From an optimization exercise on the open Yosys and OpenROAD flow, aimed at small area, a short achievable clock period and few clock cycles; shortcuts taken in it are not production practice.
Where RTL was checked, it was by simulation tests only, not by an equivalence proof against the original.

Setup of indigo:
## UT_TOP
module UT_TOP (
    clk, rst_n, in_valid, in_time,
    out_valid, out_display, out_day
);
input clk, rst_n, in_valid;
input [30:0] in_time;
output reg out_valid;
output reg [3:0] out_display;
output reg [2:0] out_day;
reg [4:0] cnt;
wire idle = (cnt == 5'd0);
reg [9:0]  R1;     
reg [7:0]  T;      
reg [15:0] S;      
reg [6:0]  LO;     
reg [1:0]  QD;     
reg [2:0]  W;      
reg        gt, lt; 
reg [10:0] R2;
reg [4:0]  Y;      
reg [1:0]  YO;     
wire [3:0] MO = S[5:2];
wire [4:0] DY = S[10:6];
wire [11:0] x1 = {R1, S[15:14]};
wire        c1a = (x1 >= 12'd675), c1b = (x1 >= 12'd1350), c1c = (x1 >= 12'd2025);
wire [1:0]  q1 = c1c ? 2'd3 : c1b ? 2'd2 : c1a ? 2'd1 : 2'd0;
wire [11:0] r1n = c1c ? x1 - 12'd2025 : c1b ? x1 - 12'd1350 : c1a ? x1 - 12'd675 : x1;
wire [12:0] x2 = {R2, QD};
wire        c2a = (x2 >= 13'd1461), c2b = (x2 >= 13'd2922), c2c = (x2 >= 13'd4383);
wire [1:0]  q2 = c2c ? 2'd3 : c2b ? 2'd2 : c2a ? 2'd1 : 2'd0;
wire [12:0] r2n = c2c ? x2 - 13'd4383 : c2b ? x2 - 13'd2922 : c2a ? x2 - 13'd1461 : x2;
reg [2:0] wn;
always @(*) begin
    case ({W, q1})
  ...
Size in the first run: ~1000 cells after synthesis, about 79 flip-flops.
Settings: LEC_CHECK=0, ABC_AREA=1, ABC_CLOCK_PERIOD_IN_PS=1500, CAP_MARGIN=20, CORE_MARGIN=2, CORE_UTILIZATION=60, SETUP_SLACK_MARGIN=5, SLEW_MARGIN=20; clock period 9.0 ns.
standard.sh (not shown) runs the stock make flow with config.mk's settings and CLKGATE_MAP_FILE= SYNTH_SCRIPT=/design/flow/synth_recipe.tcl, a recipe that flattens the netlist after the stock synthesis.
==> flow/flow/run.sh <==
#!/bin/bash
# Standard layout, except:
#  - synthesis maps adders and comparators through ABC (no full/half-adder
#    cell extraction), with a stronger area-oriented ABC script
#    (flow/abc_area.script, used in place of ORFS's abc_area.script);
#  - port buffers are plain buf_1 cells (resized later where timing needs it);
#  - clock tree synthesis adds no dummy loads;
set -euo pipefail
rm -rf scripts_local
cp -r "$FLOW_HOME/scripts" scripts_local
cp flow/abc_area.script scripts_local/abc_area.script
bash standard.sh "SCRIPTS_DIR=$PWD/scripts_local" ADDER_MAP_FILE= \
  "BUFFER_PORTS_ARGS=-buffer_cell sky130_fd_sc_hd__buf_1" \
  "CTS_ARGS=-sink_clustering_enable -repair_clock_nets -dont_use_dummy_load" \
  finish > flow_make.log 2>&1
==> flow/flow/abc_area.script <==
strash
&get -n
&fraig -x
&put
scorr
dc2
dc2
strash
dch -f
map {D}
topo
stime -c
buffer -c
upsize -c
dnsize -c
Input changes introduced in cedar (baseline for comparison: indigo):
--- a/flow/design.v
+++ b/flow/design.v
@@ -114,15 +114,15 @@
 reg [9:0]  R1;     
 reg [7:0]  T;      
 reg [15:0] S;      
 reg [6:0]  LO;     
 reg [1:0]  QD;     
 reg [2:0]  W;      
 reg        gt, lt; 
-reg [10:0] R2;
+reg [10:0] R2;     
 reg [4:0]  Y;      
 reg [1:0]  YO;     
 wire [3:0] MO = S[5:2];
 wire [4:0] DY = S[10:6];
 wire [11:0] x1 = {R1, S[15:14]};
 wire        c1a = (x1 >= 12'd675), c1b = (x1 >= 12'd1350), c1c = (x1 >= 12'd2025);
 wire [1:0]  q1 = c1c ? 2'd3 : c1b ? 2'd2 : c1a ? 2'd1 : 2'd0;
@@ -161,26 +161,25 @@
 wire        bh = (xh >= 9'd225);
 wire [8:0]  rh = bh ? xh - 9'd225 : xh;
 wire        cma = (T >= 8'd60), cmb = (T >= 8'd120), cmc = (T >= 8'd180);
 wire [1:0]  qm = cmc ? 2'd3 : cmb ? 2'd2 : cma ? 2'd1 : 2'd0;
 wire [7:0]  rm = cmc ? T - 8'd180 : cmb ? T - 8'd120 : cma ? T - 8'd60 : T;
 wire [8:0] doy  = R2[10:2];
 wire       leap = (YO == 2'd2);
-wire [8:0] doyL = doy - {8'd0, leap & (doy >= 9'd60)};
 wire T1  = (doy >= 9'd31);
-wire T2  = leap ? (doy >= 9'd60) : (doy >= 9'd59);
-wire T3  = (doyL >= 9'd90);
-wire T4  = (doyL >= 9'd120);
-wire T5  = (doyL >= 9'd151);
-wire T6  = (doyL >= 9'd181);
-wire T7  = (doyL >= 9'd212);
-wire T8  = (doyL >= 9'd243);
-wire T9  = (doyL >= 9'd273);
-wire T10 = (doyL >= 9'd304);
-wire T11 = (doyL >= 9'd334);
+wire T2  = leap ? (doy >= 9'd60)  : (doy >= 9'd59);
+wire T3  = leap ? (doy >= 9'd91)  : (doy >= 9'd90);
+wire T4  = leap ? (doy >= 9'd121) : (doy >= 9'd120);
+wire T5  = leap ? (doy >= 9'd152) : (doy >= 9'd151);
+wire T6  = leap ? (doy >= 9'd182) : (doy >= 9'd181);
+wire T7  = leap ? (doy >= 9'd213) : (doy >= 9'd212);
+wire T8  = leap ? (doy >= 9'd244) : (doy >= 9'd243);
+wire T9  = leap ? (doy >= 9'd274) : (doy >= 9'd273);
+wire T10 = leap ? (doy >= 9'd305) : (doy >= 9'd304);
+wire T11 = leap ? (doy >= 9'd335) : (doy >= 9'd334);
 wire [3:0] mcalc;
 assign mcalc[3] = T8;
 assign mcalc[2] = T4 & ~T8;
 assign mcalc[1] = (T2 & ~T4) | (T6 & ~T8) | T10;
 assign mcalc[0] = (T1 & ~T2) | (T3 & ~T4) | (T5 & ~T6) | (T7 & ~T8) | (T9 & ~T10) | T11;
 reg [4:0] mst;
 always @(*) begin
@@ -237,15 +236,15 @@
     endcase
 end
 wire dslot = (cnt >= 5'd8) && (cnt <= 5'd21);
 always @(posedge clk or negedge rst_n) begin
     if (!rst_n) begin
         cnt <= 5'd0;
     end else begin
-        if (in_valid) cnt <= 5'd1;
+        if (in_valid && idle) cnt <= 5'd1;
         else if (cnt == 5'd22) cnt <= 5'd0;
         else if (!idle) cnt <= cnt + 5'd1;
     end
 end
 always @(posedge clk or negedge rst_n) begin
     if (!rst_n) begin
         out_valid <= 1'b0;
==> results.txt <==
- From indigo to cedar the numbers moved as follows: area added between synthesis and finish decreased by 0.43 points relative to the old numbers, floorplan die area shrank by about 1.7%.
- Die boundary height delta for cedar relative to indigo: 0.84% lower
- Of cedar and indigo, the higher count of placed standard cells including taps belongs to indigo.
- Lower first-iteration DRC count goes to indigo over cedar.
- In the reports for cedar and indigo, the larger non-clock buffer share of cell area belongs to indigo.
- Compare cedar and indigo | sum of routed wire length over all layers lower: indigo
- Looking at hold slack across both flows, cedar is the weaker of the two, with indigo ahead.
- Against indigo, cedar comes in 2.6 points higher on final critical-path share of the clock period.
Testbench counts of cedar, summed over its fixed seeds: cycles 11,768.
For indigo, only the layout was checked, not whether the RTL still works.

UT_TOP again, from the RTL that the note above started with.
export LEC_CHECK = 0
export ABC_AREA = 1
export ABC_CLOCK_PERIOD_IN_PS = 1500
export CAP_MARGIN = 20
export CORE_MARGIN = 2
export CORE_UTILIZATION = 60
export SETUP_SLACK_MARGIN = 5
export SLEW_MARGIN = 20
create_clock -name core_clock -period 9.0 [get_ports {clk}]
==> flow/flow/run.sh <==
#!/bin/bash
# Standard layout, except:
#  - synthesis maps adders and comparators through ABC (no full/half-adder
#    cell extraction), with a stronger area-oriented ABC script
#    (flow/abc_area.script, used in place of ORFS's abc_area.script);
#  - port buffers are plain buf_1 cells (resized later where timing needs it);
#  - clock tree synthesis adds no dummy loads;
#  - timing repair aims for 2.67 ns paths.
set -euo pipefail
rm -rf scripts_local
cp -r "$FLOW_HOME/scripts" scripts_local
cp flow/abc_area.script scripts_local/abc_area.script
bash standard.sh "SCRIPTS_DIR=$PWD/scripts_local" ADDER_MAP_FILE= SETUP_SLACK_MARGIN=6.33 \
  "BUFFER_PORTS_ARGS=-buffer_cell sky130_fd_sc_hd__buf_1" \
  "CTS_ARGS=-sink_clustering_enable -repair_clock_nets -dont_use_dummy_load" \
  finish > flow_make.log 2>&1
Scripts as last shown in full above: flow/flow/abc_area.script
Rerun with:
--- a/flow/design.v
+++ b/flow/design.v
@@ -111,21 +111,21 @@
 output reg [2:0] out_day;
 reg [4:0] cnt;
 wire idle = (cnt == 5'd0);
 reg [9:0]  R1;     
 reg [7:0]  T;      
 reg [15:0] S;      
 reg [6:0]  LO;     
 reg [1:0]  QD;     
 reg [2:0]  W;      
 reg        gt, lt; 
-reg [10:0] R2;
+reg [10:0] R2;     
 reg [4:0]  Y;      
 reg [1:0]  YO;     
 wire [3:0] MO = S[5:2];
 wire [4:0] DY = S[10:6];
 wire [11:0] x1 = {R1, S[15:14]};
 wire        c1a = (x1 >= 12'd675), c1b = (x1 >= 12'd1350), c1c = (x1 >= 12'd2025);
 wire [1:0]  q1 = c1c ? 2'd3 : c1b ? 2'd2 : c1a ? 2'd1 : 2'd0;
 wire [11:0] r1n = c1c ? x1 - 12'd2025 : c1b ? x1 - 12'd1350 : c1a ? x1 - 12'd675 : x1;
 wire [12:0] x2 = {R2, QD};
 wire        c2a = (x2 >= 13'd1461), c2b = (x2 >= 13'd2922), c2c = (x2 >= 13'd4383);
@@ -234,51 +234,51 @@
         5'd13: dig = mun;
         5'd14, 5'd16, 5'd18, 5'd20: dig = cbcd[7:4];
         default: dig = cbcd[3:0];
     endcase
 end
 wire dslot = (cnt >= 5'd8) && (cnt <= 5'd21);
 always @(posedge clk or negedge rst_n) begin
     if (!rst_n) begin
         cnt <= 5'd0;
     end else begin
-        if (in_valid) cnt <= 5'd1;
+        if (in_valid && idle) cnt <= 5'd1;
         else if (cnt == 5'd22) cnt <= 5'd0;
         else if (!idle) cnt <= cnt + 5'd1;
     end
 end
 always @(posedge clk or negedge rst_n) begin
     if (!rst_n) begin
         out_valid <= 1'b0;
         out_display <= 4'd0;
         out_day <= 3'd0;
     end else begin
         out_valid <= dslot;
         out_display <= dslot ? dig : 4'd0;
-        out_day <= (cnt == 5'd8) ? wn : dslot ? W : 3'd0;
+        out_day <= (cnt == 5'd8) ? wn : dslot ? out_day : 3'd0;
     end
 end
 always @(posedge clk) begin
     if (idle) begin
         R1 <= {2'b00, in_time[30:23]};
         S  <= in_time[22:7];
         LO <= in_time[6:0];
         QD <= 2'd0;
         W  <= 3'd2;
         gt <= 1'b0;
         lt <= 1'b0;
         R2 <= 11'd0;
     end else begin
         S[15:11] <= S[13:9];
         if (cnt <= 5'd8) S[10:0] <= {S[8:0], 2'b00};
         QD <= (cnt == 5'd9) ? 2'd2 : q1;
-        if (cnt <= 5'd8) W <= wn;
+        W  <= wn;
         if (!gt && !lt) begin
             gt <= (q1 > gdig);
             lt <= (q1 < gdig);
         end
         R2 <= r2n[10:0];
         if (cnt <= 5'd9) Y <= {Y[2:0], q2};
         if (cnt == 5'd10) YO <= q2;
         R1 <= r1n[9:0];
         if (cnt == 5'd9) begin
             T <= rh[7:0];
=> The new run went through all stages and came out clean. Global-route usage shrinks by 0.23 points. Core utilization grows by 2.2 points. Fmax grows slightly. Wire length grows by a few percent. Cell area grows by a few percent. Worst setup slack gains 0.012 ns. Hold slack loses 0.016 ns. Die area shrinks slightly.
No run of this note included a check of the RTL's function; only the layout flow was run.

## afterwards: timing with drivers on the ports
No port has a modelled driver above. Below, the same layouts with a new extraction and two added sets of constraints. Step 1 sets driving cells, clkbuf_16 on the clock port and buf_2 on the other inputs (assumed; they add their load-dependent delay and slew). Step 2 times the ports against the registers' clock, not the clock port: input delays grow and output delays shrink by t, the midpoint of the rising clock arrivals with the driver on. Three values: ideal, step 1, step 2; two values: the first two.
run | t (ns) | slack for setup (ns) | hold WS [ns]
indigo | 0.411 | 5.902 / 5.902 / 5.902 | 0.440 / 0.440 / 0.440
cedar | 0.394 | 5.665 / 5.665 / 5.665 | 0.424 / 0.424 / 0.424
the first run of note 2 | 0.410 | 6.315 / 6.279 / 6.418 | 0.439 / 0.439 / 0.439
the second run of note 2 | 0.396 | 6.326 / 6.290 / 6.415 | 0.423 / 0.423 / 0.423
After both steps every run listed still meets setup and hold.
